Source: an optimization exercise on an open RTL-to-GDS flow (aim: small area). Production flows keep margins and buffers that such runs may drop.
In this exercise RTL edits were held to simulation tests only and were not proved equivalent to the original.
Power is estimated from default activity; no workload was simulated.

--- flow/config.mk ---
export PLATFORM = sky130hd
export DESIGN_NAME = b58_cliky
export DESIGN_NICKNAME = b58_cliky
export VERILOG_FILES = /design/flow/design.v
export SDC_FILE = /design/flow/constraint.sdc
export NUM_CORES = 4
export LEC_CHECK = 0
export CAP_MARGIN = 20
export CORE_MARGIN = 2
export CORE_UTILIZATION = 40
export PLACE_DENSITY = 0.6
export SLEW_MARGIN = 20
--- flow/constraint.sdc ---
create_clock -name core_clock -period 16.0 [get_ports {CLOCK_50}]
set_input_delay 3.2000 -clock core_clock [delete_from_list [all_inputs] [get_ports {CLOCK_50}]]
set_output_delay 3.2000 -clock core_clock [all_outputs]
set_load 0.01 [all_outputs]
--- flow/design.v ---
module b58_cliky
	(
		CLOCK_50,
		KEY,
		SW,
		HEX0, HEX1, HEX2, HEX3, HEX4, HEX5, HEX6, HEX7,
		PLOT_X,
		PLOT_Y,
		PLOT_COLOUR,
		PLOT_EN
	);
	input			CLOCK_50;
	input   [9:0]   SW;
	input   [3:0]   KEY;
	output 	[6:0]   HEX0, HEX1, HEX2, HEX3, HEX4, HEX5, HEX6, HEX7;
	output	[7:0]	PLOT_X;
	output	[7:0]	PLOT_Y;
	output	[2:0]	PLOT_COLOUR;
	output			PLOT_EN;
	wire clk     = CLOCK_50;
	wire resetn  = SW[0];
	wire restart = SW[9];
	wire key1 = ~KEY[3], key2 = ~KEY[2], key3 = ~KEY[1], key4 = ~KEY[0];
	localparam [1:0] PH_MISC = 2'b00, PH_LOAD = 2'b01, PH_DRAW = 2'b11, PH_WAIT = 2'b10;
	localparam [2:0] M_START = 3'd0, M_ANSWER = 3'd1, M_PRESSED = 3'd2, M_TIMESUP = 3'd3,
	                 M_UPDATE = 3'd4, M_UPWAIT = 3'd5, M_RESTART = 3'd6, M_RSWAIT = 3'd7;
	reg [1:0] ph;
	reg [2:0] id;
	reg [8:0]  q;           
	reg        pv;          
	reg [2:0]  c5;          
	reg [6:0]  ncol;        
	reg [3:0]  nmode;       
	reg [2:0]  cc;          
	reg        sqv;         
	reg [1:0]  sqi;         
	reg        p0;          
	reg [1:0]  mode;        
	reg        hp;          
	reg [1:0]  kreg;        
	reg [3:0]  lives;
	reg [15:0] score;
	reg [2:0]  r5;          
	reg [15:0] high_score;
	reg [14:0] m;           
	reg [17:0] tct;         
	reg        skip;
	reg        times_up;
	function [17:0] inc18;
		input [17:0] x;
		integer i;
		reg c;
		begin
			c = 1'b1;
			for (i = 0; i < 18; i = i + 1) begin
				inc18[i] = x[i] ^ c;
				c = c & x[i];
			end
		end
	endfunction
	function [17:0] dec18;
		input [17:0] x;
		integer i;
		reg b;
		begin
			b = 1'b1;
			for (i = 0; i < 18; i = i + 1) begin
				dec18[i] = x[i] ^ b;
				b = b & ~x[i];
			end
		end
	endfunction
	function [17:0] incc18;
		input [17:0] x;
		input cin;
		integer i;
		reg c;
		begin
			c = cin;
			for (i = 0; i < 18; i = i + 1) begin
				incc18[i] = x[i] ^ c;
				c = c & x[i];
			end
		end
	endfunction
	function [14:0] add15;
		input [14:0] x;
		input [14:0] a;
		integer i;
		reg c;
		begin
			c = 1'b0;
			for (i = 0; i < 15; i = i + 1) begin
				add15[i] = x[i] ^ a[i] ^ c;
				c = (x[i] & a[i]) | (x[i] & c) | (a[i] & c);
			end
		end
	endfunction
	wire misc = (ph == PH_MISC);
	wire st_start   = misc & (id == M_START);
	wire st_answer  = misc & (id == M_ANSWER);
	wire st_pressed = misc & (id == M_PRESSED);
	wire st_update  = misc & (id == M_UPDATE);
	wire plot       = (ph == PH_DRAW);
	wire ld_next    = (ph == PH_LOAD) & (id == 3'd4);
	wire is_bar  = id[2] & (id[1] | id[0]);
	wire draw_done = q[7] & q[6] & (&q[4:0]) & (is_bar ? q[8] : q[5]);
	wire anykey = key1 | key2 | key3 | key4;
	wire [1:0] kprio = key1 ? 2'd0 : key2 ? 2'd1 : key3 ? 2'd2 : 2'd3;
	reg  ksel;
	always @(*)
		case (kreg)
			2'd0: ksel = key1;
			2'd1: ksel = key2;
			2'd2: ksel = key3;
			default: ksel = key4;
		endcase
	reg [1:0] nph;
	reg [2:0] nid;
	always @(*) begin
		nph = ph;
		nid = id;
		case (ph)
			PH_LOAD: nph = PH_DRAW;
			PH_DRAW: if (draw_done) nph = PH_WAIT;
			PH_WAIT: begin
				if (id == 3'd6) begin
					nph = PH_MISC;
					nid = M_ANSWER;
				end else begin
					nph = PH_LOAD;
					nid = id + 3'd1;
				end
			end
			default: begin
				case (id)
					M_START: begin nph = PH_LOAD; nid = 3'd0; end
					M_ANSWER: begin
						if (times_up) nid = M_TIMESUP;
						else if (anykey & ~hp) nid = M_PRESSED;
					end
					M_PRESSED: begin
						if (times_up) nid = M_TIMESUP;
						else if (~ksel) nid = M_ANSWER;
					end
					M_TIMESUP: nid = M_UPDATE;
					M_UPDATE:  nid = M_UPWAIT;
					M_UPWAIT: begin
						if (lives != 4'd0) begin nph = PH_LOAD; nid = 3'd0; end
						else nid = M_RESTART;
					end
					M_RESTART: if (restart) nid = M_RSWAIT;
					default:   if (~restart) nid = M_START;
				endcase
			end
		endcase
	end
	always @(posedge clk) begin
		if (!resetn) begin
			ph <= PH_MISC;
			id <= M_START;
		end else begin
			ph <= nph;
			id <= nid;
		end
	end
	wire red    = (cc == 3'b100);
	wire yellow = (cc == 3'b110);
	wire green  = (cc == 3'b010);
	wire pink   = (cc == 3'b101);
	wire cyan   = (cc == 3'b011);
	wire ry     = red | yellow;
	wire mode_on = (mode != 2'd0);
	wire match  = sqv & (sqi == kreg);
	wire inc_score = hp & ry & (match ^ yellow ^ mode_on);
	wire dec_life  = (~hp & ry) | (hp & ry & ~(match ^ yellow ^ mode_on)) | (hp & match & green & mode_on);
	wire inc_life  = hp & match & green & ~mode_on;
	wire inc_speed = hp & match & (mode_on ? cyan : pink);
	wire dec_speed = hp & match & (mode_on ? pink : cyan);
	wire hs_eq = (high_score == score);
	wire m_up = st_update & dec_speed;
	wire m_dn = (st_update & inc_speed) | (ld_next & (r5 == 3'd4));
	wire [14:0] m_add = {{8{m_dn}}, {5{m_up}}, m_dn, m_up | m_dn};
	wire [14:0] m_next = add15(m, m_add);
	wire rst_any = ~resetn | st_start;
	wire [17:0] c5_inc    = inc18({15'd0, c5});
	wire [17:0] ncol_inc  = inc18({11'd0, ncol});
	wire [17:0] nmode_inc = inc18({14'd0, nmode});
	wire [17:0] r5_inc    = inc18({15'd0, r5});
	wire score_en = st_update & inc_score;
	wire [17:0] score_nx  = incc18({2'b00, score}, score_en);
	wire [15:0] score_d   = rst_any ? 16'd0 : score_nx[15:0];
	wire life_dn = st_update & dec_life & ~inc_life & (lives != 4'd0);
	wire life_up = st_update & inc_life;
	wire [14:0] lives_nx  = add15({11'd0, lives}, {11'd0, life_dn, life_dn, life_dn, life_dn | life_up});
	wire [17:0] q_inc     = inc18({9'd0, q});
	always @(posedge clk) begin
		c5    <= (!resetn || c5 == 3'd4) ? 3'd0 : c5_inc[2:0];
		ncol  <= (!resetn || ncol == 7'd100) ? 7'd0 : ncol_inc[6:0];
		nmode <= (!resetn || nmode == 4'd10) ? 4'd0 : nmode_inc[3:0];
		if (st_start) begin
			tct <= {m, 3'b000};
			skip <= 1'b1;
			times_up <= 1'b0;
		end else if (tct == {17'd0, skip}) begin
			tct <= {m, 3'b000};
			skip <= 1'b0;
			times_up <= 1'b1;
		end else begin
			tct <= dec18(tct);
			times_up <= 1'b0;
		end
		m <= rst_any ? 15'd2250 : m_next;
		if (st_answer & ~hp)
			kreg <= kprio;
		if (st_start | (ph == PH_LOAD && id == 3'd0))
			hp <= 1'b0;
		else if (st_pressed)
			hp <= 1'b1;
		if (!resetn)
			sqv <= 1'b0;
		else if (ld_next && !c5[2])
			sqv <= 1'b1;
		if (ld_next) begin
			if (!c5[2])
				sqi <= c5[1:0];
			p0 <= c5[2];
			if (ncol <= 7'd44)      cc <= 3'b100;
			else if (ncol <= 7'd89) cc <= 3'b110;
			else if (ncol <= 7'd94) cc <= 3'b010;
			else if (ncol <= 7'd97) cc <= 3'b101;
			else                    cc <= 3'b011;
		end
		score <= score_d;
		lives <= rst_any ? 4'd3 : lives_nx[3:0];
		if (rst_any)
			r5 <= 3'd0;
		else if (score_en)
			r5 <= (r5 == 3'd4) ? 3'd0 : r5_inc[2:0];
		if (!resetn || (score_en && hs_eq))
			high_score <= score_d;
		if (st_start)
			mode <= 2'd0;
		else if (st_update) begin
			if (mode == 2'd0) begin
				if (nmode == 4'd1)
					mode <= 2'd1;
			end else
				mode <= mode + 2'd1;
		end
		pv <= plot & resetn;
		q  <= pv ? q_inc[8:0] : 9'd0;
	end
	wire [1:0] pos = id[2] ? (p0 ? 2'd3 : sqi) : id[1:0];
	reg  [7:0] sq_x;
	always @(*)
		case (pos)
			2'd0: sq_x = 8'd30;
			2'd1: sq_x = 8'd60;
			2'd2: sq_x = 8'd90;
			default: sq_x = 8'd120;
		endcase
	wire [7:0] px = is_bar ? (id[1] ? {6'b100111, q[1:0]} : {6'b000000, q[1:0]})
	                       : sq_x + {4'd0, q[3:0]};
	wire [7:0] py = is_bar ? {1'b0, q[8:2]} : 8'd52 + {4'd0, q[7:4]};
	wire [2:0] pc = ~id[2] ? 3'b111 : (~is_bar ? cc : (mode_on ? 3'b100 : 3'b000));
	assign PLOT_EN     = plot;
	assign PLOT_X      = pv ? px : 8'd0;
	assign PLOT_Y      = pv ? py : 8'd0;
	assign PLOT_COLOUR = pv ? pc : 3'd0;
	hex_display score_1(.IN(score[3:0]), .OUT(HEX0));
	hex_display score_2(.IN(score[7:4]), .OUT(HEX1));
	hex_display high_score_1(.IN(high_score[3:0]), .OUT(HEX6));
	hex_display high_score_2(.IN(high_score[7:4]), .OUT(HEX7));
	hex_display lives_count(.IN(lives), .OUT(HEX4));
	assign HEX5 = 7'b1000111;
	assign HEX3 = 7'b0010010;
	assign HEX2 = 7'b1000110;
endmodule
module hex_display(IN, OUT);
	input [3:0] IN;
	output [6:0] OUT;
	wire [111:0] tbl = {7'b0001110, 7'b0000110, 7'b0100001, 7'b1000110,
	                    7'b0000011, 7'b0001000, 7'b0011000, 7'b0000000,
	                    7'b1111000, 7'b0000010, 7'b0010010, 7'b0011001,
	                    7'b0110000, 7'b0100100, 7'b1111001, 7'b1000000};
	assign OUT = tbl[IN * 7 +: 7];
endmodule
--- flow/flow/run.sh ---
#!/bin/bash
# Own layout flow: the standard ORFS flow (standard.sh) with
#  - synthesis through flow/my_synth.tcl: the standard synthesis script with
#    an area-oriented ABC mapping (flow/abc_small.script) and no full/half
#    adder extraction; registers are inferred and mapped as in the standard
#    synthesis;
#  - port buffers of the smallest buffer cell (buf_1) instead of the default;
#  - clock tree of clkbuf_4 cells, without dummy loads.
# Each tool's output goes to the ORFS logs under orfs/logs; make's own output
# goes to flow_make.log in this folder.
set -euo pipefail
W=$PWD
bash standard.sh \
  SYNTH_SCRIPT=$W/flow/my_synth.tcl \
  "BUFFER_PORTS_ARGS=-buffer_cell sky130_fd_sc_hd__buf_1" \
  "CTS_ARGS=-sink_clustering_enable -repair_clock_nets -buf_list sky130_fd_sc_hd__clkbuf_4 -dont_use_dummy_load" \
  SKIP_REPAIR_TIE_FANOUT=1 \
  finish > flow_make.log 2>&1
--- flow/flow/abc_small.script ---
strash
&get -n
&deepsyn -T 120
&put
dch -f
amap
topo
--- flow/flow/my_synth.tcl ---
# The standard synthesis (synth_recipe.tcl) with two changes to the
# combinational mapping only: no full/half-adder extraction, and an
# area-oriented ABC script. Registers are inferred and mapped exactly as in
# the standard synthesis.
proc synth {args} { yosys synth -nofsm -noshare {*}$args }
proc extract_fa {args} { }
set ::my_abc_script [file join [file dirname [file normalize [info script]]] abc_small.script]
proc abc {args} {
  set out {}
  set skip 0
  foreach a $args {
    if {$skip} { lappend out $::my_abc_script; set skip 0; continue }
    if {$a eq "-script"} { set skip 1 }
    lappend out $a
  }
  yosys abc {*}$out
}
source $::env(SCRIPTS_DIR)/synth.tcl
# left out here: clear keep_hierarchy, flatten, clean up, hide names made inside functions, write 1_2_yosys.v
--- flow/standard.sh ---
#!/bin/bash
# synth_recipe.tcl (not shown) runs the flow's synth.tcl, then flattens the netlist and writes it again
# the make line also repeats each setting of config.mk as NAME=value (left out here)
make -C /OpenROAD-flow-scripts/flow DESIGN_CONFIG=/design/flow/config.mk WORK_HOME=/design/flow/orfs CLKGATE_MAP_FILE= SYNTH_SCRIPT=/design/flow/synth_recipe.tcl "${@:-finish}"
==> summary.txt, run 1 <==
Floorplan
  • Overall die area: 15400 um^2
  • Core footprint: 14000 um^2
  • Number of placement rows: 43
  • Initial Util: 41.3%
  • Width of the die: 124 um
  • I/O pin count: 91
  • Height of the die: 124 um

Clock tree
  • Source-to-sink clock delay at the later pin of the worst-skew pair: 0.51 ns
  • Clock buffer depth: 2
  • Number of sinks on the clock net: 115
  • Clock H-tree levels: 4
  • Clock Pin Slew Worst Setup and Hold Paths: 0.09 ns
  • Number of buffers created by CTS: 17
  • Clock tree from TritonCTS: built
  • Gates resized, CTS repair: 0
  • Setup fix buffers added after clock tree synthesis: 0
  • Clock Tree Root: clkbuf_4
  • Count of hold-fix buffers inserted at cts: 0

Layout
  • Synth-to-layout area growth: 7.66%
  • Final standard cell count with taps included and fillers excluded: 1004
  • Final #Nets: 841
  • Diodes inserted: 0
  • Share of final-layout standard cells stronger than drive strength 1: 2.55%

Timing
  • Achievable Freq: 164 MHz
  • Slew margin rel.: 44.0%
  • Unrepaired setup endpoints after global routing: no
  • Final Max Tran Viols: 0
  • Worst-Margin Slew: 0.831 ns
  • Clock skew: 0.0456 ns
  • Final cycle utilization of the critical path: 38.1%
  • Final setup vio count: 0
  • Final Hold Vio Count: 0
  • Setup TNS: 0 ns
  • Period minus WS final: 6.09 ns

Detailed routing
  • Max Used Layer: met4
  • Met3 wire length: 646 um
  • Iteration count of the initial detailed-routing pass: 5
  • Number of vias in the routed layout: 5438
  • Total detailed-routing wirelength: 13200 um
  • Initial DRC count: 245
  • Wire length on met2: 6110 um
  • Wire length per cell after detailed routing: 13.1 um
  • Vias per inst: 5.42
  • DRC errors left: 0
  • WL met1: 6250 um
  • Antenna Nets Post-Route: 0

Worst setup path
  • Kind of start point of the critical path: register
  • Buf/Inv on CP: 2
  • Flop2flop setup slack: 11.25 ns
  • Critical register-to-register path startpoint: mode[0]
  • Type of destination of the critical path: primary output
  • Worst-path fanout max: 11
  • Worst r2r path cells: 26
  • Kind of cell with the highest combined delay on the critical path: compound AO/OA/AOI/OAI gates
  • Ordered list of cells on the worst path: nor2_1, a21oi_1, clkinv_1, o22ai_1, o22ai_1, nand2_1, nand2_1, a221oi_1, buf_1
  • Cell with the largest stage delay on the worst path: dfxtp_1
  • Largest stage delay on the critical path: 0.57 ns
  • Crit Path Category: register to primary output
  • Arrival time of data at the critical path endpoint: 2.89 ns
  • Required time reported for the critical path endpoint: 12.80 ns
  • Worst R2R End: high_score[15]

Synthesis
  • Share of async-settable or async-resettable flops after synthesis: 0%
  • Number of distinct library cells after synthesis: 43
  • Syn avg cell area: 7.55 um^2
  • Synth area leader: dfxtp_1
  • Part of the Yosys area used for sequential elements: 44.0%
  • Top post-synthesis cells by count: nor2_1 (156), clkinv_1 (112), dfxtp_1 (91), a21oi_1 (67), nand2_1 (64)
  • Most used flip-flop cell after synthesis: dfxtp_1
  • Flop and latch count out of synthesis: 115
  • Top cell type's share of synthesized area: 31.5%
  • Cells taking the most area after synthesis: dfxtp_1 (32%), edfxtp_1 (12%), nor2_1 (10%), clkinv_1 (7.3%), a21oi_1 (5.8%)
  • Post-synth EDFFs: 24
  • Number of warning messages in the yosys log: 1
  • Cells after synthesis: 766
  • Total standard cell area after synthesis: 5780 um^2
  • Count leader, synth: nor2_1

GRT
  • Pin count of the biggest net entering global routing: 25
  • Overflow left after global routing: 0
  • Antenna violations before repair: 0
  • Total GRT Usage: 17.3%
  • Global-route wire length before repair: 22300 um
  • Number of global-route vias before repair: 4974

Pwr
  • Power per unit of standard cell area: 111 nW/um^2
  • Leakage dissipation: 2.02 nW
  • VDD IR-drop max: 0.0514 mV

Place
  • Number of placed instances, taps included: 987
  • Total of buffers placed on input and output ports: 60
  • Total half-perimeter wirelength after legalization and detailed placement: 9880 um
  • Gp weighted congestion: 0.878

Job
  • Max-Cap Viols: 0

Worst hold path
  • Worst min-delay path class: register to register
  • Worst hold start: q[0]
  • Cell depth of the worst min-delay path: 1
  • Hold path endpoint: q[0]

Status
  • Status: complete, no violations
[metrics by stage]
stage / total power, mW / setup slack, ns / hold slack (ns) / instance area, um^2 / util (%)
floorplan: 0.507 / 10.92 / 0.389 / 5780 / -
global placement: 0.550 / 10.45 / 0.403 / 6100 / 43.6
detailed placement: 0.557 / 10.40 / 0.416 / 6100 / 43.6
CTS: 0.696 / 9.94 / 0.431 / 6220 / 44.5
global route: 0.742 / 9.58 / 0.447 / 6220 / 44.5
finish: 0.690 / 9.91 / 0.425 / 6220 / 44.5
[report_power, final]
part	internal, mW	switching (mW)	total (mW)
clock	0.0484	0.0892	0.138
sequential	0.330	0.0325	0.362
combinational	0.0624	0.128	0.190
total	0.440	0.250	0.690
[sequential cells by signal (all words and copies together) (netlist names)]
register	count
tct	18
mode	2
cc	3
high_score	16
ncol	7
q	9
score	16
sqv	1
nmode	4
hp	1
c5	3
sqi	2
lives	4
id	3
ph	2
pv	1
times_up	1
kreg	2
p0	1
r5	3
skip	1
m	15
[kinds of logic (layout without fill, tap and decap cells)]
group / after synthesis / after routing / share of synthesized area, %
AND/OR/NAND/NOR: 276 / 276 / 19.9
XOR/XNOR: 1 / 1 / 0.152
flip-flops: 115 / 115 / 44.0
buffers and inverters: 134 / 192 / 10.1
other: 2 / 2 / 0.130
AO/OA/AOI/OAI: 238 / 238 / 25.8
[worst register-to-register path: stages, from the launching register on]
cell and delay [ns]:
dfxtp_1 0.33, nor2_1 0.28, clkinv_1 0.20, o22ai_1 0.22, clkinv_1 0.12, a21oi_1 0.14, o22ai_1 0.11, nor4_1 0.19
buf_4 0.19, clkinv_1 0.08, nor2_1 0.18, nand2_1 0.11, nor2_1 0.20, nand2_1 0.13, nor2_1 0.22, nand2_1 0.10
nor2_1 0.20, nand2_1 0.11, nor2_1 0.20, nand2_1 0.10, nor2_1 0.24, nand2_1 0.11, nor2_1 0.20, nand2_1 0.11
nor2_1 0.18, nor2_1 0.06, a211oi_1 0.24
[worst max-delay path by stage]
stage          depth (start not counted)  startpoint              to
2_1_floorplan                          8       id[2]       PLOT_X[6]
3_3_place_gp                           5       SW[0]  high_score[14]
3_5_place_dp                           5       SW[0]   high_score[4]
4_1_cts                                9       id[2]       PLOT_X[6]
5_1_grt                                9       id[2]       PLOT_X[6]
6_report                               9       id[2]       PLOT_X[6]
[layer usage]
| layer | vias up | track usage [%] |
|---|---|---|
| li1 | 2804 | - |
| met1 | 2476 | 21.8 |
| met2 | 143 | 28.3 |
| met3 | 15 | 4.78 |
| met4 | 0 | 6.28 |
| met5 | - | 0 |
[layout by cell type, fill, tap and decap left out, drive strengths merged, types with 2 or more instances in the layout]
master / netlist / final
a211oi: 24 / 24
a21oi: 67 / 67
a221oi: 13 / 13
a22oi: 11 / 11
a31oi: 4 / 4
and2: 2 / 2
buf: 22 / 63
clkbuf: 0 / 17
clkinv: 112 / 112
conb: 2 / 2
dfxtp: 91 / 91
edfxtp: 24 / 24
nand2: 64 / 64
nand3: 7 / 7
nand4: 2 / 2
nor2: 156 / 156
nor2b: 7 / 7
nor3: 22 / 22
nor3b: 2 / 2
nor4: 5 / 5
o2111ai: 2 / 2
o21a: 8 / 8
o21ai: 59 / 59
o221ai: 6 / 6
o22ai: 25 / 25
o31ai: 2 / 2
o32a: 2 / 2
o32ai: 3 / 3
o41ai: 2 / 2
or3: 4 / 4
or4: 3 / 3
[area by class of cell]
type / instances / area, um^2
Fill cell: 1441 / 7760
Multi-Input combinational cell: 517 / 2660
Sequential cell: 115 / 2540
Inverter: 112 / 420
Timing Repair Buffer: 63 / 248
Tap cell: 180 / 225
Clock buffer: 17 / 128
==> run 2, diff against run 1 <==
--- a/flow/flow/run.sh
+++ b/flow/flow/run.sh
@@ -14,5 +14,4 @@
   SYNTH_SCRIPT=$W/flow/my_synth.tcl \
   "BUFFER_PORTS_ARGS=-buffer_cell sky130_fd_sc_hd__buf_1" \
   "CTS_ARGS=-sink_clustering_enable -repair_clock_nets -buf_list sky130_fd_sc_hd__clkbuf_4 -dont_use_dummy_load" \
-  SKIP_REPAIR_TIE_FANOUT=1 \
   finish > flow_make.log 2>&1
==> summary.txt, run 2 <==
Place
  • Gp weighted congestion: 0.917
  • Total half-perimeter wirelength after legalization and detailed placement: 9900 um
  • Standard cell area after detailed placement: 6170 um^2
  • Total of buffers placed on input and output ports: 60

Worst setup path
  • Buf/Inv on CP: 2
  • Arrival time of data at the critical path endpoint: 2.94 ns
  • Kind of cell with the highest combined delay on the critical path: compound AO/OA/AOI/OAI gates
  • Type of destination of the critical path: primary output
  • Number of logic stages on the critical path including buffering: 9
  • Crit Path Category: register to primary output
  • Ordered list of cells on the worst path: nor2_1, a21oi_1, clkinv_1, o22ai_1, o22ai_1, nand2_1, nand2_1, a221oi_1, buf_1
  • Worst-path fanout max: 11
  • Required time reported for the critical path endpoint: 12.80 ns
  • Worst R2R End: high_score[15]
  • Critical register-to-register path startpoint: mode[1]
  • Endpoint of the most critical setup path: PLOT_X[6]
  • Flop2flop setup slack: 11.10 ns
  • Cell with the largest stage delay on the worst path: dfxtp_1
  • Largest stage delay on the critical path: 0.57 ns
  • Worst r2r path cells: 26
  • Worst setup path startpoint: id[2]
  • Kind of start point of the critical path: register

Clock tree
  • Count of hold-fix buffers inserted at cts: 0
  • Gates resized, CTS repair: 0
  • Clock buffer depth: 2
  • Setup fix buffers added after clock tree synthesis: 0
  • Number of buffers created by CTS: 17
  • Clock Pin Slew Worst Setup and Hold Paths: 0.09 ns
  • Source-to-sink clock delay at the later pin of the worst-skew pair: 0.53 ns
  • Clock Tree Root: clkbuf_4
  • Clock H-tree levels: 4
  • Number of sinks on the clock net: 115
  • Clock tree from TritonCTS: built

Layout
  • Diodes inserted: 0
  • Multi-input combinational cell area: 2740 um^2
  • Seq. cell area: 2540 um^2
  • Max FFs per register: 18
  • Most common cell after layout, fill and taps aside: nor2_1
  • Filler cell count: 1407
  • Share of final-layout standard cells stronger than drive strength 1: 2.49%
  • Top flop regs: tct: 18 flops, high_score: 16 flops, score: 16 flops
  • Finished Cell Area: 6300 um^2
  • Most flops, register: tct
  • Most used cells in the layout excluding fill and tap cells: nor2_1 (156), clkinv_1 (112), dfxtp_1 (91), a21oi_1 (67), nand2_1 (64)
  • Synth-to-layout area growth: 8.96%
  • Final #Nets: 861

Job
  • Max-Cap Viols: 0

Detailed routing
  • Iteration count of the initial detailed-routing pass: 5
  • Initial DRC count: 211
  • DRC errors left: 0
  • Vias per inst: 5.39
  • Number of vias in the routed layout: 5518
  • Total detailed-routing wirelength: 13100 um
  • Antenna Nets Post-Route: 0
  • Wire length per cell after detailed routing: 12.8 um

Synthesis
  • Share of async-settable or async-resettable flops after synthesis: 0%
  • Synth area leader: dfxtp_1
  • Post-synth EDFFs: 24
  • Part of the Yosys area used for sequential elements: 44.0%
  • Total standard cell area after synthesis: 5780 um^2
  • Most used flip-flop cell after synthesis: dfxtp_1
  • Combinational family with the most area after synthesis: compound AO/OA/AOI/OAI gates
  • Top post-synthesis cells by count: nor2_1 (156), clkinv_1 (112), dfxtp_1 (91), a21oi_1 (67), nand2_1 (64)
  • Fraction of the mapped netlist area in adder cells: 0%
  • Cells after synthesis: 766
  • XOR/XNOR share of the synthesized area: 0.151%
  • Area fraction in and, or, nand and nor cells after synthesis: 19.9%
  • Cells taking the most area after synthesis: dfxtp_1 (32%), edfxtp_1 (12%), nor2_1 (10%), clkinv_1 (7.3%), a21oi_1 (5.8%)
  • Top cell type's share of synthesized area: 31.5%
  • Flop and latch count out of synthesis: 115
  • Share of synthesized area spent on multiplexers: 0%
  • Count leader, synth: nor2_1
  • Compound-gate portion of the synthesized area: 25.8%
  • Number of distinct library cells after synthesis: 43
  • Number of warning messages in the yosys log: 1
  • Syn avg cell area: 7.55 um^2

Floorplan
  • I/O pin count: 91
  • Height of the die: 124 um
  • Number of placement rows: 43
  • Core footprint: 14000 um^2
  • Width of the die: 124 um
  • Overall die area: 15400 um^2
  • Initial Util: 41.3%

Timing
  • Final Max Tran Viols: 0
  • Worst-Margin Slew: 0.816 ns
  • Unrepaired setup endpoints after global routing: no
  • Setup TNS: 0 ns
  • Slew margin rel.: 45.0%
  • Achievable Freq: 163 MHz
  • Final Hold Vio Count: 0
  • Period minus WS final: 6.14 ns
  • Final cycle utilization of the critical path: 38.4%
  • Clock skew: 0.0247 ns
  • Final setup vio count: 0

Worst hold path
  • Worst min-delay path class: register to register
  • Worst hold start: q[0]

Pwr
  • Leakage dissipation: 2.08 nW
  • Power per unit of standard cell area: 109 nW/um^2
  • VDD IR-drop max: 0.0567 mV

GRT
  • Total GRT Usage: 17.3%
  • Pin count of the biggest net entering global routing: 25
  • Global-route wire length before repair: 22400 um
  • Number of global-route vias before repair: 5003
  • Antenna violations before repair: 0
  • Overflow left after global routing: 0

Status
  • Status: complete, no violations
[run 2: cell types whose count changed in the layout (fill, tap and decap cells not counted), sizes merged]
cell and change:
conb +20
[run 2: area by class of cell]
class	instances	share of cell area [%]
multi-input cells	537	43.4
well taps	180	3.57
inverters	112	6.67
flip-flops and latches	115	40.4
repair buffers	63	3.93
clock buffers	17	2.03
[run 2: cells by family after synthesis]
kind of cell              after synthesis
xor gates and xnor gates                1
buffers and inverters                 134
other                                   2
AOI/OAI and AO/OA                     238
and+or+nand+nor                       276
DFF                                   115
[run 2: routing by layer]
metal	vias to the layer above	GRT usage, %	wire length [um]
met5	-	0	0
met4	0	7.73	319
met3	29	4.52	767
met2	200	28.1	6040
met1	2464	21.7	6010
li1	2825	-	-
[run 2: worst min path at each step]
stage                     endpoint  depth (start not counted)
after detailed placement      q[0]                          1
final                         q[0]                          1
after CTS                     q[0]                          1
after global routing          q[0]                          1
after floorplan               q[0]                          1
after global placement        q[0]                          1
[run 2: power breakdown]
group	internal [mW]	total, mW	switching (mW)
Sequential	0.330	0.362	0.0324
Clock	0.0483	0.136	0.0874
Combinational	0.0623	0.191	0.128
[run 2: stage by stage]
| stage | power, mW | setup WS [ns] | hold WS (ns) | util [%] | cells |
|---|---|---|---|---|---|
| floorplan | 0.507 | 10.92 | 0.389 | - | 786 |
| global placement | 0.550 | 10.44 | 0.401 | 44.1 | 1007 |
| detailed placement | 0.557 | 10.44 | 0.409 | 44.1 | 1007 |
| CTS | 0.694 | 9.86 | 0.423 | 45.0 | 1024 |
| global route | 0.739 | 9.56 | 0.452 | 45.0 | 1024 |
| finish | 0.688 | 9.86 | 0.424 | 45.0 | 1024 |
==> run 3, diff against run 2 <==
--- a/flow/design.v
+++ b/flow/design.v
@@ -27,7 +27,6 @@
 	reg [1:0] ph;
 	reg [2:0] id;
 	reg [8:0]  q;           
-	reg        pv;          
 	reg [2:0]  c5;          
 	reg [6:0]  ncol;        
 	reg [3:0]  nmode;       
@@ -104,7 +103,8 @@
 	wire plot       = (ph == PH_DRAW);
 	wire ld_next    = (ph == PH_LOAD) & (id == 3'd4);
 	wire is_bar  = id[2] & (id[1] | id[0]);
-	wire draw_done = q[7] & q[6] & (&q[4:0]) & (is_bar ? q[8] : q[5]);
+	wire draw_done = q[7] & q[6] & (&q[4:0]) & (is_bar ? (q[8] & ~q[5]) : (q[5] & ~q[8]));
+	wire pv = ~&q;         
 	wire anykey = key1 | key2 | key3 | key4;
 	wire [1:0] kprio = key1 ? 2'd0 : key2 ? 2'd1 : key3 ? 2'd2 : 2'd3;
 	reg  ksel;
@@ -248,8 +248,7 @@
 			end else
 				mode <= mode + 2'd1;
 		end
-		pv <= plot & resetn;
-		q  <= pv ? q_inc[8:0] : 9'd0;
+		q  <= (plot & resetn) ? q_inc[8:0] : 9'h1FF;
 	end
 	wire [1:0] pos = id[2] ? (p0 ? 2'd3 : sqi) : id[1:0];
 	reg  [7:0] sq_x;
--- a/flow/flow/run.sh
+++ b/flow/flow/run.sh
@@ -14,4 +14,5 @@
   SYNTH_SCRIPT=$W/flow/my_synth.tcl \
   "BUFFER_PORTS_ARGS=-buffer_cell sky130_fd_sc_hd__buf_1" \
   "CTS_ARGS=-sink_clustering_enable -repair_clock_nets -buf_list sky130_fd_sc_hd__clkbuf_4 -dont_use_dummy_load" \
+  SKIP_REPAIR_TIE_FANOUT=1 \
   finish > flow_make.log 2>&1
==> summary.txt, run 3 <==
Layout
  • Most used cells in the layout excluding fill and tap cells: nor2_1 (191), clkinv_1 (114), dfxtp_1 (90), buf_1 (60)
  • Max FFs per register: 18
  • Seq. cell area: 2520 um^2
  • Final #Nets: 860
  • Top flop regs: tct: 18 flops, high_score: 16 flops, score: 16 flops
  • Synth-to-layout area growth: 7.54%
  • Filler cell count: 1498
  • Multi-input combinational cell area: 2700 um^2
  • Post-Route Utilization: 43.5%
  • Share of final-layout standard cells stronger than drive strength 1: 2.37%
  • Most flops, register: tct
  • Diodes inserted: 0
  • Most common cell after layout, fill and taps aside: nor2_1

Clock tree
  • Clock buffer depth: 2
  • Clock H-tree levels: 4
  • Number of sinks on the clock net: 114
  • Clock Tree Root: clkbuf_4
  • Clock Pin Slew Worst Setup and Hold Paths: 0.08 ns
  • Number of buffers created by CTS: 17
  • Source-to-sink clock delay at the later pin of the worst-skew pair: 0.52 ns
  • Gates resized, CTS repair: 0
  • Count of hold-fix buffers inserted at cts: 0
  • Setup fix buffers added after clock tree synthesis: 0
  • Clock tree from TritonCTS: built

Timing
  • Worst-Margin Slew: 0.936 ns
  • Final Hold Vio Count: 0
  • Achievable Freq: 154 MHz
  • Unrepaired setup endpoints after global routing: no
  • Clock skew: 0.0310 ns
  • Setup TNS: 0 ns
  • Final setup vio count: 0
  • Final Max Tran Viols: 0
  • Final cycle utilization of the critical path: 40.6%
  • Period minus WS final: 6.49 ns
  • Slew margin rel.: 37.2%

Worst setup path
  • Worst-path fanout max: 12
  • Crit Path Category: register to primary output
  • Kind of start point of the critical path: register
  • Required time reported for the critical path endpoint: 12.80 ns
  • Arrival time of data at the critical path endpoint: 3.29 ns
  • Type of destination of the critical path: primary output

Pwr
  • P_sw: 0.177 mW
  • Clock power share: 23.7%
  • Sequential Power Share: 58.0%
  • Internal power contribution: 0.400 mW
  • VDD IR-drop max: 0.0620 mV
  • Leakage dissipation: 2.09 nW
  • Comb power frac: 18.4%
  • Power per unit of standard cell area: 92.4 nW/um^2
  • Switching power as a share of total power: 30.7%
  • Total Power Consumption: 0.577 mW

Floorplan
  • Width of the die: 124 um
  • Number of placement rows: 44
  • Overall die area: 15500 um^2
  • I/O pin count: 91
  • Initial Util: 40.4%
  • Height of the die: 124 um
  • Core footprint: 14400 um^2

Synthesis
  • Number of warning messages in the yosys log: 1
  • Cells taking the most area after synthesis: dfxtp_1 (31%), edfxtp_1 (12%), nor2_1 (12%), clkinv_1 (7.4%), o21ai_0 (4.7%)
  • Compound-gate portion of the synthesized area: 23.3%
  • Cells after synthesis: 786
  • Syn avg cell area: 7.39 um^2
  • Number of distinct library cells after synthesis: 38
  • XOR/XNOR share of the synthesized area: 0%
  • Flop and latch count out of synthesis: 114
  • Total standard cell area after synthesis: 5810 um^2
  • Combinational family with the most area after synthesis: compound AO/OA/AOI/OAI gates
  • Top cell type's share of synthesized area: 31.0%
  • Part of the Yosys area used for sequential elements: 43.4%
  • Top post-synthesis cells by count: nor2_1 (191), clkinv_1 (114), dfxtp_1 (90), nand2_1 (55), o21ai_0 (55)
  • Synth area leader: dfxtp_1
  • Share of async-settable or async-resettable flops after synthesis: 0%
  • Most used flip-flop cell after synthesis: dfxtp_1
  • Count leader, synth: nor2_1
  • Area fraction in and, or, nand and nor cells after synthesis: 22.9%
  • Post-synth EDFFs: 24
  • Fraction of the mapped netlist area in adder cells: 0%
  • Share of synthesized area spent on multiplexers: 0%

Detailed routing
  • Antenna Nets Post-Route: 0
  • Number of vias in the routed layout: 5312
  • Initial DRC count: 283
  • Vias per inst: 5.17
  • Wire length per cell after detailed routing: 12.6 um
  • DRC errors left: 0
  • Total detailed-routing wirelength: 12900 um
  • Iteration count of the initial detailed-routing pass: 5

GRT
  • Global-route wire length before repair: 21500 um
  • Pin count of the biggest net entering global routing: 31
  • Antenna violations before repair: 0
  • Overflow left after global routing: 0
  • Number of global-route vias before repair: 4670
  • Total GRT Usage: 16.8%

Place
  • Total of buffers placed on input and output ports: 60
  • Total half-perimeter wirelength after legalization and detailed placement: 9610 um
  • Gp weighted congestion: 0.839

Job
  • Max-Cap Viols: 0

Status
  • Status: complete, no violations

Worst hold path
  • Worst min-delay path class: register to register
==> run 3: cell count changes after synthesis, moves of 4 or more <==
cell / change
a21oi_1: -16
a221oi_1: -7
a22oi_1: -6
and3_1: +4
nand2_1: -9
nor2_1: +35
nor3_1: +13
o21ai_0: -4
==> run 3: layer usage <==
metal	wire length (um)	share of wire (%)	global-route usage, %	vias to the layer above
met2	5580	43	25.6	101
met1	6680	52	23.1	2341
met4	192	1.5	6.01	0
met3	474	3.7	4.12	16
li1	-	-	-	2854
met5	0	0	0	-
==> run 3: through the flow <==
step	area, um^2	hold WS, ns	std cells	setup slack [ns]
after floorplan	5810	0.375	786	10.52
after global placement	6120	0.386	1010	9.37
after detailed placement	6120	0.391	1010	9.42
after CTS	6240	0.411	1027	9.50
after global routing	6240	0.442	1027	9.12
final	6240	0.405	1027	9.51
==> run 3: worst max-delay path, stage by stage (launching register included) <==
cell      delay (ns)
dfxtp_1         0.45
clkinv_1        0.35
o31ai_1         0.65
nor2_1          0.08
a21oi_1         0.18
nand2_1         0.09
o21ai_0         0.16
nand2_1         0.16
o21a_1          0.13
nor2_1          0.08
nor2_1          0.04
nor2_1          0.13
o21a_1          0.14
buf_1           0.14
==> run 3: power by group through the flow <==
stage,combinational (mW),sequential [mW],clock (mW)
finish,0.106,0.334,0.137
CTS,0.107,0.334,0.144
floorplan,0.0835,0.336,0
global placement,0.106,0.341,0
global route,0.121,0.338,0.155
detailed placement,0.106,0.340,0
==> run 3: path summary, 6_finish.rpt <==
path	depth (start not counted)	endpoint	start	slack, ns
max reg2reg	15	high_score[15]	id[0]	11.26
min	1	q[0]	q[0]	0.40
min reg2reg	1	q[0]	q[0]	0.40
max	13	PLOT_X[4]	id[2]	9.51
==> run 3: final cells by class <==
| cell class | count | share of cell area (%) |
|---|---|---|
| Multi-Input combinational cell | 536 | 43.2 |
| Clock buffer | 17 | 2.04 |
| Sequential cell | 114 | 40.4 |
| Tap cell | 184 | 3.69 |
| Inverter | 114 | 6.85 |
| Timing Repair Buffer | 62 | 3.85 |
==> run 3: cell families after synthesis <==
kind of cell | after synthesis
flops | 114
other cells | 2
buf+inv | 136
compound gates | 216
simple gates | 318
==> run 4, diff against run 3 <==
--- a/flow/flow/run.sh
+++ b/flow/flow/run.sh
@@ -13,6 +13,6 @@
 bash standard.sh \
   SYNTH_SCRIPT=$W/flow/my_synth.tcl \
   "BUFFER_PORTS_ARGS=-buffer_cell sky130_fd_sc_hd__buf_1" \
-  "CTS_ARGS=-sink_clustering_enable -repair_clock_nets -buf_list sky130_fd_sc_hd__clkbuf_4 -dont_use_dummy_load" \
+  "CTS_ARGS=-sink_clustering_enable -repair_clock_nets -buf_list sky130_fd_sc_hd__clkbuf_16 -dont_use_dummy_load" \
   SKIP_REPAIR_TIE_FANOUT=1 \
   finish > flow_make.log 2>&1
==> flow/flow/abc_small.script (replaced) <==
strash
dch -f
amap
topo
==> summary.txt, run 4 <==
GRT
  • Number of global-route vias before repair: 5200
  • Pin count of the biggest net entering global routing: 25
  • Overflow left after global routing: 0
  • Antenna violations before repair: 0
  • Global-route wire length before repair: 23900 um
  • Total GRT Usage: 17.8%

Layout
  • Most flops, register: tct
  • Finished Cell Area: 6880 um^2
  • Most used cells in the layout excluding fill and tap cells: nor2_1 (183), clkinv_1 (105), dfxtp_1 (90), nand2_1 (72), a21oi_1 (62)
  • Most common cell after layout, fill and taps aside: nor2_1
  • Diodes inserted: 0
  • Post-Route Utilization: 45.8%
  • Max FFs per register: 18
  • Final #Nets: 900
  • Top flop regs: tct: 18 flops, high_score: 16 flops, score: 16 flops
  • Share of final-layout standard cells stronger than drive strength 1: 3.06%
  • Synth-to-layout area growth: 13.1%

Detailed routing
  • Vias per inst: 5.38
  • Initial DRC count: 270
  • Iteration count of the initial detailed-routing pass: 5
  • Total detailed-routing wirelength: 13900 um
  • Wire length per cell after detailed routing: 13.0 um
  • Antenna Nets Post-Route: 0
  • Number of vias in the routed layout: 5761
  • DRC errors left: 0

Floorplan
  • Number of placement rows: 45
  • Overall die area: 16200 um^2
  • I/O pin count: 91
  • Core footprint: 15000 um^2
  • Initial Util: 40.5%
  • Width of the die: 127 um
  • Height of the die: 127 um

Timing
  • Final Hold Vio Count: 0
  • Clock skew: 0.0162 ns
  • Final cycle utilization of the critical path: 40.0%
  • Worst-Margin Slew: 0.828 ns
  • Final Max Tran Viols: 0
  • Final setup vio count: 0
  • Setup TNS: 0 ns
  • Post-layout worst setup margin: 9.61 ns
  • Unrepaired setup endpoints after global routing: no
  • Period minus WS final: 6.39 ns
  • Slew margin rel.: 44.2%
  • Achievable Freq: 156 MHz

Clock tree
  • Clock H-tree levels: 4
  • Number of sinks on the clock net: 114
  • Clock buffer depth: 2
  • Setup fix buffers added after clock tree synthesis: 0
  • Number of buffers created by CTS: 17
  • Source-to-sink clock delay at the later pin of the worst-skew pair: 0.41 ns
  • Count of hold-fix buffers inserted at cts: 0
  • Clock Tree Root: clkbuf_16
  • Gates resized, CTS repair: 0
  • Clock Pin Slew Worst Setup and Hold Paths: 0.05 ns
  • Clock tree from TritonCTS: built

Pwr
  • Clock power share: 40.8%
  • Switching power as a share of total power: 26.0%
  • Leakage dissipation: 2.32 nW
  • Comb power frac: 12.9%
  • Sequential Power Share: 46.3%
  • P_sw: 0.186 mW
  • Internal power contribution: 0.529 mW
  • VDD IR-drop max: 0.0621 mV
  • Power per unit of standard cell area: 104 nW/um^2

Worst setup path
  • Critical register-to-register path startpoint: id[1]
  • Worst R2R End: m[14]
  • Arrival time of data at the critical path endpoint: 3.19 ns
  • Flop2flop setup slack: 10.51 ns
  • Type of destination of the critical path: primary output
  • Kind of start point of the critical path: register
  • Required time reported for the critical path endpoint: 12.80 ns
  • Worst r2r path cells: 32
  • Worst-path fanout max: 12
  • Crit Path Category: register to primary output

Synthesis
  • Synth area leader: dfxtp_1
  • Number of distinct library cells after synthesis: 44
  • Combinational family with the most area after synthesis: compound AO/OA/AOI/OAI gates
  • Compound-gate portion of the synthesized area: 25.7%
  • Count leader, synth: nor2_1
  • Post-synth EDFFs: 24
  • Flop and latch count out of synthesis: 114
  • XOR/XNOR share of the synthesized area: 0.144%
  • Share of async-settable or async-resettable flops after synthesis: 0%
  • Top cell type's share of synthesized area: 29.6%
  • Share of synthesized area spent on multiplexers: 0%
  • Top post-synthesis cells by count: nor2_1 (183), clkinv_1 (105), dfxtp_1 (90), nand2_1 (72), a21oi_1 (62)
  • Cells taking the most area after synthesis: dfxtp_1 (30%), edfxtp_1 (12%), nor2_1 (11%), clkinv_1 (6.5%), a21oi_1 (5.1%)
  • Fraction of the mapped netlist area in adder cells: 0%
  • Area fraction in and, or, nand and nor cells after synthesis: 23.4%
  • Total standard cell area after synthesis: 6080 um^2
  • Cells after synthesis: 820
  • Number of warning messages in the yosys log: 1
  • Part of the Yosys area used for sequential elements: 41.5%
  • Most used flip-flop cell after synthesis: dfxtp_1
  • Syn avg cell area: 7.42 um^2

Worst hold path
  • Cell depth of the worst min-delay path: 1
  • Hold path endpoint: q[0]
  • Worst hold start: q[0]
  • Worst min-delay path class: register to register

Status
  • Status: complete, no violations

Job
  • Max-Cap Viols: 0

Place
  • Placement-stage worst setup slack: 10.08 ns
  • Total half-perimeter wirelength after legalization and detailed placement: 10300 um
  • Gp weighted congestion: 0.874
  • Standard cell area after detailed placement: 6440 um^2
  • Total of buffers placed on input and output ports: 60
==> run 4: cell types whose count changed after synthesis, sizes merged, moves of 8 or more <==
cell / previous run / this run
nor2: 191 / 183
nand2: 55 / 72
or2: 3 / 13
a32oi: 2 / 11
nor3: 35 / 23
clkinv: 114 / 105
a21oi: 51 / 62
o32ai: 1 / 14
==> run 4: cell families after synthesis <==
group           Yosys count
compound gates          241
simple gates            335
other cells               2
xor+xnor                  1
buf+inv                 127
flops                   114
==> run 4: worst max-delay path by stage <==
stage                      from         to  slack [ns]  depth (start not counted)
after floorplan            q[1]  PLOT_X[3]       10.32                         11
after global placement    id[2]  PLOT_X[3]       10.05                          9
after detailed placement  id[2]  PLOT_X[3]       10.08                          9
after CTS                 id[2]  PLOT_X[3]        9.63                          9
after global routing      id[2]  PLOT_X[3]        9.33                          9
final                     id[2]  PLOT_X[3]        9.61                          9
==> run 4: stage by stage <==
stage	instances	power, mW	hold WS [ns]
after global routing	1071	0.751	0.447
after floorplan	820	0.403	0.398
after CTS	1071	0.722	0.425
after detailed placement	1054	0.429	0.413
after global placement	1054	0.428	0.418
final	1071	0.714	0.423
==> run 4: power groups by stage <==
stage	registers, mW	clock network, mW	logic, mW
finish	0.331	0.291	0.0924
global route	0.333	0.311	0.106
CTS	0.330	0.298	0.0935
detailed placement	0.336	0	0.0931
global placement	0.336	0	0.0922
floorplan	0.332	0	0.0708
==> run 4: final cells by class <==
type / instances / area, um^2
clock buffers: 17 / 425
well taps: 188 / 235
flip-flops and latches: 114 / 2520
repair buffers: 68 / 285
fillers: 1528 / 8160
multi-input cells: 579 / 3020
inverters: 105 / 394
==> run 4: routing by layer <==
metal / vias to the layer above / global-route usage (%) / part of all wire [%]
met3: 19 / 4.31 / 4.0
met5: - / 0 / 0
met2: 113 / 28.5 / 45
li1: 3054 / - / -
met4: 0 / 4.78 / 1.2
met1: 2575 / 24.0 / 50
==> run 4: worst max-delay path, cell delays in order, from the launching register on <==
cell      delay [ns]
dfxtp_1         0.57
clkinv_1        0.24
nor2_1          0.67
clkinv_1        0.55
nor2_1          0.25
nor2_1          0.09
clkinv_1        0.07
a21oi_1         0.05
a31o_1          0.19
buf_1           0.12
==> run 5, diff against run 4 <==
--- a/flow/flow/run.sh
+++ b/flow/flow/run.sh
@@ -13,6 +13,6 @@
 bash standard.sh \
   SYNTH_SCRIPT=$W/flow/my_synth.tcl \
   "BUFFER_PORTS_ARGS=-buffer_cell sky130_fd_sc_hd__buf_1" \
-  "CTS_ARGS=-sink_clustering_enable -repair_clock_nets -buf_list sky130_fd_sc_hd__clkbuf_16 -dont_use_dummy_load" \
+  "CTS_ARGS=-sink_clustering_enable -repair_clock_nets -buf_list sky130_fd_sc_hd__clkbuf_4 -sink_clustering_levels 1 -dont_use_dummy_load" \
   SKIP_REPAIR_TIE_FANOUT=1 \
   finish > flow_make.log 2>&1
==> summary.txt, run 5 <==
Status
  • Status: complete, no violations

Worst setup path
  • Flop2flop setup slack: 10.49 ns
  • Required time reported for the critical path endpoint: 12.80 ns
  • Worst r2r path cells: 32
  • Arrival time of data at the critical path endpoint: 3.29 ns
  • Worst-path fanout max: 12
  • Worst R2R End: m[14]
  • Crit Path Category: register to primary output
  • Type of destination of the critical path: primary output
  • Kind of start point of the critical path: register
  • Critical register-to-register path startpoint: id[1]

Layout
  • Most flops, register: tct
  • Filler cell count: 1566
  • Most used cells in the layout excluding fill and tap cells: nor2_1 (183), clkinv_1 (105), dfxtp_1 (90), nand2_1 (72), a21oi_1 (62)
  • Synth-to-layout area growth: 8.23%
  • Finished Cell Area: 6580 um^2
  • Most common cell after layout, fill and taps aside: nor2_1
  • Top flop regs: tct: 18 flops, high_score: 16 flops, score: 16 flops
  • Share of final-layout standard cells stronger than drive strength 1: 3.06%
  • Final #Nets: 900
  • Max FFs per register: 18

Clock tree
  • Clock tree from TritonCTS: built
  • Clock Pin Slew Worst Setup and Hold Paths: 0.08 ns
  • Number of sinks on the clock net: 114
  • Clock buffer depth: 2
  • Count of hold-fix buffers inserted at cts: 0
  • Number of buffers created by CTS: 17
  • Setup fix buffers added after clock tree synthesis: 0
  • Source-to-sink clock delay at the later pin of the worst-skew pair: 0.53 ns
  • Clock Tree Root: clkbuf_4
  • Clock H-tree levels: 4
  • Gates resized, CTS repair: 0

Floorplan
  • Number of placement rows: 45
  • Initial Util: 40.5%
  • I/O pin count: 91
  • Width of the die: 127 um
  • Height of the die: 127 um
  • Core footprint: 15000 um^2
  • Overall die area: 16200 um^2

Synthesis
  • Synth area leader: dfxtp_1
  • Post-synth EDFFs: 24
  • Most used flip-flop cell after synthesis: dfxtp_1
  • Flop and latch count out of synthesis: 114
  • Total standard cell area after synthesis: 6080 um^2
  • Top cell type's share of synthesized area: 29.6%
  • Cells taking the most area after synthesis: dfxtp_1 (30%), edfxtp_1 (12%), nor2_1 (11%), clkinv_1 (6.5%), a21oi_1 (5.1%)
  • Syn avg cell area: 7.42 um^2
  • Part of the Yosys area used for sequential elements: 41.5%
  • Count leader, synth: nor2_1
  • Cells after synthesis: 820
  • Number of distinct library cells after synthesis: 44
  • Top post-synthesis cells by count: nor2_1 (183), clkinv_1 (105), dfxtp_1 (90), nand2_1 (72), a21oi_1 (62)
  • Share of async-settable or async-resettable flops after synthesis: 0%
  • Number of warning messages in the yosys log: 1

Worst hold path
  • Worst hold start: q[0]
  • Hold path endpoint: q[0]
  • Worst min-delay path class: register to register
  • Cell depth of the worst min-delay path: 1

Pwr
  • Leakage dissipation: 2.19 nW
  • VDD IR-drop max: 0.0408 mV
  • Total Power Consumption: 0.560 mW
  • Power per unit of standard cell area: 85.1 nW/um^2

Detailed routing
  • Total detailed-routing wirelength: 13800 um
  • WL met1: 6850 um
  • Number of vias in the routed layout: 5737
  • Initial DRC count: 265
  • Max Used Layer: met4
  • Met3 wire length: 502 um
  • Antenna Nets Post-Route: 0
  • Wire length per cell after detailed routing: 12.9 um
  • Iteration count of the initial detailed-routing pass: 4
  • Wire length on met2: 6230 um
  • Vias per inst: 5.35
  • DRC errors left: 0

GRT
  • Total GRT Usage: 17.8%
  • Number of global-route vias before repair: 5173
  • Pin count of the biggest net entering global routing: 25
  • Global-route wire length before repair: 23800 um
  • Antenna violations before repair: 1
  • Overflow left after global routing: 0

Timing
  • Worst-Margin Slew: 0.826 ns
  • Final Max Tran Viols: 0
  • Clock skew: 0.0374 ns
  • Final cycle utilization of the critical path: 40.6%
  • Slew margin rel.: 44.3%
  • Unrepaired setup endpoints after global routing: no
  • Period minus WS final: 6.49 ns
  • Final Hold Vio Count: 0
  • Achievable Freq: 154 MHz
  • Final setup vio count: 0
  • Setup TNS: 0 ns
  • Minimum hold slack: 0.432 ns

Place
  • Gp weighted congestion: 0.874
  • Total of buffers placed on input and output ports: 60
  • Total half-perimeter wirelength after legalization and detailed placement: 10300 um
  • Standard cell area after detailed placement: 6440 um^2

Job
  • Max-Cap Viols: 0
-- run 5: cell count changes in the layout (fill, tap and decap cells not counted), sizes merged --
cell | before | now
diode | 0 | 1
-- run 5: worst max-delay path by stage --
stage	start	end	slack, ns	depth (start not counted)
CTS	id[2]	PLOT_X[3]	9.50	9
detailed placement	id[2]	PLOT_X[3]	10.08	9
global placement	id[2]	PLOT_X[3]	10.05	9
finish	id[2]	PLOT_X[3]	9.51	9
global route	id[2]	PLOT_X[3]	9.18	9
floorplan	q[1]	PLOT_X[3]	10.32	11
-- run 5: layer usage --
metal	global-route usage, %	up-vias
met5	0	-
met4	6.72	0
met3	3.18	20
met2	28.4	105
met1	24.0	2557
li1	-	3055
-- run 5: area by class of cell --
class	count	area [um^2]	area share, %
Antenna cell	1	2.50	0.0380
Clock buffer	17	128	1.94
Tap cell	188	235	3.57
Timing Repair Buffer	68	285	4.33
Sequential cell	114	2520	38.3
Inverter	105	394	5.99
Multi-Input combinational cell	579	3020	45.8
-- run 5: power breakdown --
part / internal (mW) / leakage, nW / switching (mW) / total (mW)
clock: 0.0484 / 0.0782 / 0.0902 / 0.139
sequential: 0.313 / 0.972 / 0.0160 / 0.329
combinational: 0.0317 / 1.13 / 0.0605 / 0.0923
-- run 5: through the flow --
step	std cells	utilization, %	setup slack, ns
2_1_floorplan	820	-	10.32
3_3_place_gp	1054	42.9	10.05
3_5_place_dp	1054	42.9	10.08
4_1_cts	1071	43.7	9.50
5_1_grt	1072	43.8	9.18
6_report	1072	43.8	9.51
-- run 5: cell families after synthesis --
kind of cell,after synthesis,share of synthesized area [%]
other cells,2,0.123
buf+inv,127,9.20
xor+xnor,1,0.144
simple gates,335,23.4
compound gates,241,25.7
flops,114,41.5
-- run 5: worst max-delay path, stage by stage (launching register included) --
cell and delay (ns):
dfxtp_1 0.58, clkinv_1 0.23, nor2_1 0.66, clkinv_1 0.55, nor2_1 0.25, nor2_1 0.09, clkinv_1 0.07, a21oi_1 0.05
a31o_1 0.19, buf_1 0.12
==> run 6, diff against run 5 <==
--- a/flow/design.v
+++ b/flow/design.v
@@ -233,7 +233,7 @@
 		end
 		score <= score_d;
 		lives <= rst_any ? 4'd3 : lives_nx[3:0];
-		if (rst_any)
+		if (rst_any || score_nx[16])
 			r5 <= 3'd0;
 		else if (score_en)
 			r5 <= (r5 == 3'd4) ? 3'd0 : r5_inc[2:0];
==> flow/flow/run.sh (replaced) <==
#!/bin/bash
# Own layout flow: the standard ORFS flow (standard.sh) with
#  - synthesis through flow/my_synth.tcl: the standard synthesis script with
#    an area-oriented ABC mapping (flow/abc_small.script) and no full/half
#    adder extraction; registers are inferred and mapped as in the standard
#    synthesis;
#  - port buffers of the smallest buffer cell (buf_1) instead of the default;
#  - clock tree of clkbuf_4 cells, without dummy loads;
#  - constant outputs driven by one shared tie cell per value instead of
#    one tie cell per output (SKIP_REPAIR_TIE_FANOUT).
# Each tool's output goes to the ORFS logs under orfs/logs; make's own output
# goes to flow_make.log in this folder.
set -euo pipefail
W=$PWD
bash standard.sh \
  SYNTH_SCRIPT=$W/flow/my_synth.tcl \
  "BUFFER_PORTS_ARGS=-buffer_cell sky130_fd_sc_hd__buf_1" \
  "CTS_ARGS=-sink_clustering_enable -repair_clock_nets -buf_list sky130_fd_sc_hd__clkbuf_4 -dont_use_dummy_load" \
  SKIP_REPAIR_TIE_FANOUT=1 \
  finish > flow_make.log 2>&1
==> flow/flow/abc_small.script (replaced) <==
strash
&get -n
&deepsyn -T 120
&put
dch -f
amap
topo
==> summary.txt, run 6 <==
Worst hold path
  • Hold path endpoint: q[0]
  • Cell depth of the worst min-delay path: 1
  • Worst hold start: q[0]
  • Worst min-delay path class: register to register

Clock tree
  • Clock buffer depth: 2
  • Number of buffers created by CTS: 17
  • Clock tree from TritonCTS: built
  • Clock H-tree levels: 4
  • Source-to-sink clock delay at the later pin of the worst-skew pair: 0.53 ns
  • Count of hold-fix buffers inserted at cts: 0
  • Number of sinks on the clock net: 114
  • Clock Pin Slew Worst Setup and Hold Paths: 0.07 ns
  • Setup fix buffers added after clock tree synthesis: 0
  • Gates resized, CTS repair: 0
  • Clock Tree Root: clkbuf_4

Layout
  • Filler cell count: 1390
  • Multi-input combinational cell area: 2660 um^2
  • Share of final-layout standard cells stronger than drive strength 1: 2.44%
  • Seq. cell area: 2520 um^2
  • Top flop regs: tct: 18 flops, high_score: 16 flops, score: 16 flops
  • Final #Nets: 836
  • Most common cell after layout, fill and taps aside: nor2_1
  • Post-Route Utilization: 44.3%
  • Max FFs per register: 18
  • Most flops, register: tct
  • Most used cells in the layout excluding fill and tap cells: nor2_1 (168), clkinv_1 (107), dfxtp_1 (90), o21ai_0 (60), buf_1 (60)
  • Synth-to-layout area growth: 7.68%

Timing
  • Setup TNS: 0 ns
  • Period minus WS final: 6.08 ns
  • Final cycle utilization of the critical path: 38.0%
  • Final Hold Vio Count: 0
  • Unrepaired setup endpoints after global routing: no
  • Worst-Margin Slew: 0.968 ns
  • Final Max Tran Viols: 0
  • Achievable Freq: 164 MHz
  • Slew margin rel.: 34.6%
  • Clock skew: 0.0410 ns
  • Final setup vio count: 0

Detailed routing
  • Number of vias in the routed layout: 5350
  • DRC errors left: 0
  • Antenna Nets Post-Route: 0
  • Total detailed-routing wirelength: 12800 um
  • Initial DRC count: 286
  • Wire length per cell after detailed routing: 12.8 um
  • Vias per inst: 5.34
  • Iteration count of the initial detailed-routing pass: 5

Floorplan
  • Height of the die: 124 um
  • Initial Util: 41.2%
  • Number of placement rows: 43
  • Core footprint: 13900 um^2
  • I/O pin count: 91
  • Width of the die: 124 um
  • Overall die area: 15300 um^2

Worst setup path
  • Arrival time of data at the critical path endpoint: 2.88 ns
  • Required time reported for the critical path endpoint: 12.80 ns
  • Kind of start point of the critical path: register
  • Type of destination of the critical path: primary output
  • Critical register-to-register path startpoint: sqi[1]
  • Worst-path fanout max: 9
  • Crit Path Category: register to primary output
  • Flop2flop setup slack: 11.72 ns
  • Worst R2R End: high_score[14]
  • Worst r2r path cells: 17

Synthesis
  • Count leader, synth: nor2_1
  • Part of the Yosys area used for sequential elements: 44.0%
  • Number of distinct library cells after synthesis: 45
  • Top post-synthesis cells by count: nor2_1 (168), clkinv_1 (107), dfxtp_1 (90), o21ai_0 (60), nand2_1 (57)
  • Flop and latch count out of synthesis: 114
  • Number of warning messages in the yosys log: 1
  • Top cell type's share of synthesized area: 31.4%
  • Cells after synthesis: 762
  • Total standard cell area after synthesis: 5740 um^2
  • Post-synth EDFFs: 24
  • Syn avg cell area: 7.53 um^2
  • Most used flip-flop cell after synthesis: dfxtp_1
  • Cells taking the most area after synthesis: dfxtp_1 (31%), edfxtp_1 (13%), nor2_1 (11%), clkinv_1 (7.0%), o21ai_0 (5.2%)
  • Share of async-settable or async-resettable flops after synthesis: 0%
  • Synth area leader: dfxtp_1

Pwr
  • Power per unit of standard cell area: 99.1 nW/um^2
  • VDD IR-drop max: 0.0386 mV
  • Leakage dissipation: 2.07 nW

GRT
  • Global-route wire length before repair: 21200 um
  • Overflow left after global routing: 0
  • Antenna violations before repair: 1
  • Pin count of the biggest net entering global routing: 29
  • Number of global-route vias before repair: 4758
  • Total GRT Usage: 17.5%

Status
  • Status: complete, no violations

Place
  • Gp weighted congestion: 0.808
  • Total half-perimeter wirelength after legalization and detailed placement: 9700 um
  • Total of buffers placed on input and output ports: 60

Job
  • Max-Cap Viols: 0
==> run 6: cell count changes in the layout (fill, tap and decap cells not counted), sizes merged, moves of 6 or more <==
cell,before,now
o21ai,52,60
nor3,23,31
or2,13,3
nor2b,3,10
nand2,72,57
buf,68,62
a21oi,62,54
a32oi,11,3
nor4,15,9
nand3,10,3
o32ai,14,6
nor2,183,168
o211ai,8,0
==> run 6: logic make-up (layout without fill, tap and decap cells) <==
logic type      after synthesis  in the layout  synth area share [%]
compound gates              220            220                  24.1
buf+inv                     129            186                  9.88
flops                       114            114                  44.0
other cells                   2              4                 0.131
simple gates                297            297                  22.0
==> run 6: report_power, final <==
group	switching (mW)	internal, mW	total [mW]
clock network	0.0878	0.0483	0.136
logic	0.0859	0.0457	0.132
registers	0.0236	0.321	0.345
==> run 6: how the worst max path moves through the flow <==
stage | start | end | slack [ns] | cells after the start
floorplan | id[2] | PLOT_X[4] | 10.76 | 11
global placement | SW[0] | high_score[15] | 9.53 | 7
detailed placement | SW[0] | r5[2] | 9.45 | 7
CTS | q[1] | PLOT_X[4] | 9.89 | 13
global route | q[1] | PLOT_X[4] | 9.46 | 13
finish | q[1] | PLOT_X[4] | 9.92 | 13
==> run 6: area by class of cell <==
cell class                 instances  share of cell area [%]
multi-input combinational        519                    43.0
sequential                       114                    40.8
inverter                         107                    6.50
timing repair buffer              62                    3.89
tap                              180                    3.65
clock buffer                      17                    2.07
antenna                            2                  0.0810
==> run 6: metal layers <==
metal / wire length, um / global-route usage [%] / part of all wire [%]
met5: 0 / 0 / 0
met3: 659 / 4.30 / 5.2
met2: 5910 / 28.7 / 46
met4: 181 / 6.61 / 1.4
met1: 6040 / 22.3 / 47
==> run 6: metrics by stage <==
step,total power [mW],cells,hold slack (ns),cell area (um^2),setup slack (ns)
2_1_floorplan,0.448,762,0.375,5740,10.76
3_3_place_gp,0.478,982,0.383,6050,9.53
3_5_place_dp,0.483,982,0.393,6050,9.45
4_1_cts,0.619,999,0.409,6170,9.89
5_1_grt,0.654,1001,0.427,6180,9.46
6_report,0.612,1001,0.403,6180,9.92
==> run 6: critical path, cell delays in order (launching register included) <==
cell and delay (ns):
dfxtp_1 0.37, clkinv_1 0.10, nor2_1 0.17, nand2_1 0.10, nor2_1 0.17, nand2_1 0.11, nor2_1 0.19, nand2_1 0.10
clkinv_1 0.07, and3_1 0.35, o21bai_1 0.20, o21ai_0 0.15, a21boi_0 0.14, buf_1 0.14
==> run 7, diff against run 6 <==
--- a/flow/design.v
+++ b/flow/design.v
@@ -21,7 +21,7 @@
 	wire resetn  = SW[0];
 	wire restart = SW[9];
 	wire key1 = ~KEY[3], key2 = ~KEY[2], key3 = ~KEY[1], key4 = ~KEY[0];
-	localparam [1:0] PH_MISC = 2'b00, PH_LOAD = 2'b01, PH_DRAW = 2'b11, PH_WAIT = 2'b10;
+	localparam [1:0] PH_MISC = 2'b00, PH_LOAD = 2'b11, PH_DRAW = 2'b10, PH_WAIT = 2'b01;
 	localparam [2:0] M_START = 3'd0, M_ANSWER = 3'd1, M_PRESSED = 3'd2, M_TIMESUP = 3'd3,
 	                 M_UPDATE = 3'd4, M_UPWAIT = 3'd5, M_RESTART = 3'd6, M_RSWAIT = 3'd7;
 	reg [1:0] ph;
==> summary.txt, run 7 <==
Timing
  • Setup TNS: 0 ns
  • Minimum hold slack: 0.401 ns
  • Unrepaired setup endpoints after global routing: no
  • Period minus WS final: 6.53 ns
  • Achievable Freq: 153 MHz
  • Final setup vio count: 0
  • Slew margin rel.: 34.1%
  • Final Max Tran Viols: 0
  • Final cycle utilization of the critical path: 40.8%

Clock tree
  • Count of hold-fix buffers inserted at cts: 0
  • Clock tree from TritonCTS: built
  • Gates resized, CTS repair: 0
  • Setup fix buffers added after clock tree synthesis: 0
  • Clock Pin Slew Worst Setup and Hold Paths: 0.07 ns
  • Clock buffer depth: 2
  • Clock Tree Root: clkbuf_4
  • Number of buffers created by CTS: 17
  • Number of sinks on the clock net: 114
  • Clock H-tree levels: 4

Pwr
  • Total Power Consumption: 0.812 mW
  • VDD IR-drop max: 0.0527 mV

Worst setup path
  • Critical register-to-register path startpoint: kreg[1]
  • Flop2flop setup slack: 11.45 ns
  • Largest stage delay on the critical path: 0.70 ns
  • Required time reported for the critical path endpoint: 12.80 ns
  • Cell with the largest stage delay on the worst path: nor3_1
  • Worst r2r path cells: 21
  • Endpoint of the most critical setup path: PLOT_Y[1]
  • Buf/Inv on CP: 2
  • Worst-path fanout max: 7
  • Worst R2R End: m[14]
  • Number of logic stages on the critical path including buffering: 12
  • Ordered list of cells on the worst path: clkinv_1, nor2_1, nand2_1, nor2_1, nand2_1, nor2_1, nand2_1, nor3_1, nor2_1, nand2_1, o22ai_1, buf_1

GRT
  • Number of global-route vias before repair: 4682
  • Overflow left after global routing: 0
  • Pin count of the biggest net entering global routing: 29
  • Antenna violations before repair: 1
  • Total GRT Usage: 16.6%

Place
  • Total half-perimeter wirelength after legalization and detailed placement: 9560 um
  • Placement-stage worst setup slack: 9.15 ns
  • Total of buffers placed on input and output ports: 60
  • Standard cell area after detailed placement: 6120 um^2
  • Number of placed instances, taps included: 1010
  • Gp weighted congestion: 0.838

Layout
  • Most flops, register: tct
  • Most common cell after layout, fill and taps aside: nor2_1
  • Final standard cell count with taps included and fillers excluded: 1028
  • Max FFs per register: 18
  • Finished Cell Area: 6250 um^2
  • Most used cells in the layout excluding fill and tap cells: nor2_1 (183), clkinv_1 (119), dfxtp_1 (90), o21ai_0 (66), buf_1 (60)
  • Synth-to-layout area growth: 7.49%

Synthesis
  • Most used flip-flop cell after synthesis: dfxtp_1
  • Cells after synthesis: 787
  • Combinational family with the most area after synthesis: compound AO/OA/AOI/OAI gates
  • Number of warning messages in the yosys log: 1
  • Share of synthesized area spent on multiplexers: 0%
  • Top post-synthesis cells by count: nor2_1 (183), clkinv_1 (119), dfxtp_1 (90), o21ai_0 (66), a21oi_1 (57)
  • Area fraction in and, or, nand and nor cells after synthesis: 21.7%
  • Number of distinct library cells after synthesis: 45
  • Compound-gate portion of the synthesized area: 24.3%
  • Part of the Yosys area used for sequential elements: 43.4%
  • Fraction of the mapped netlist area in adder cells: 0%

Floorplan
  • Width of the die: 125 um
  • Core footprint: 14400 um^2
  • Number of placement rows: 44
  • Height of the die: 125 um

Detailed routing
  • Number of vias in the routed layout: 5291
  • Wire length per cell after detailed routing: 12.2 um
  • Vias per inst: 5.15

Status
  • Status: complete, no violations
-- run 7: report_power, final --
part | switching, mW | internal [mW]
registers | 0.0324 | 0.330
clock network | 0.0881 | 0.0483
logic | 0.214 | 0.0990
total | 0.335 | 0.477
-- run 7: final cells by class --
type                            instances  area (um^2)
Multi-Input combinational cell        532         2690
Antenna cell                            1         2.50
Clock buffer                           17          128
Inverter                              119          447
Sequential cell                       114         2520
Fill cell                            1517         8120
Timing Repair Buffer                   61          233
Tap cell                              184          230
-- run 7: worst min-delay path by stage --
| stage | depth (start not counted) | to | from |
|---|---|---|---|
| finish | 1 | q[0] | q[0] |
| detailed placement | 1 | q[0] | q[0] |
| CTS | 1 | q[0] | q[0] |
| floorplan | 1 | q[0] | q[0] |
| global placement | 1 | q[0] | q[0] |
| global route | 1 | q[0] | q[0] |
-- run 7: worst register-to-register path: stages, from the launching register on --
cell,delay (ns)
edfxtp_1,0.45
nor2_1,0.12
a21oi_1,0.05
a211oi_1,0.18
nand2_1,0.12
or3_1,0.34
or3_1,0.33
o21ai_0,0.12
clkinv_1,0.15
nor2_1,0.26
o21ai_0,0.21
nor2_1,0.22
nand2_1,0.13
o31ai_1,0.35
o21ai_0,0.17
nor3_1,0.22
nand2_1,0.13
nor2_1,0.15
nand2_1,0.12
nor3_1,0.27
o22ai_1,0.13
a211oi_1,0.22
-- run 7: cell families after synthesis --
kind of cell,after synthesis
buf+inv,141
other cells,2
flops,114
simple gates,302
compound gates,228
-- run 7: per-layer routing --
| metal | track usage [%] | part of all wire [%] | wire, um | up-vias |
|---|---|---|---|---|
| li1 | - | - | - | 2851 |
| met1 | 22.2 | 50 | 6260 | 2310 |
| met2 | 26.1 | 44 | 5580 | 117 |
| met3 | 4.81 | 4.6 | 585 | 13 |
| met4 | 5.29 | 1.2 | 149 | 0 |
| met5 | 0 | 0 | 0 | - |

Check on run 7: ideal ports give 9.466 ns setup slack; a clkbuf_16 on the clock port and buf_2 on the inputs give 9.432 ns; moving port delays by the midpoint clock arrival (0.542 ns) as well gives 9.260 ns.
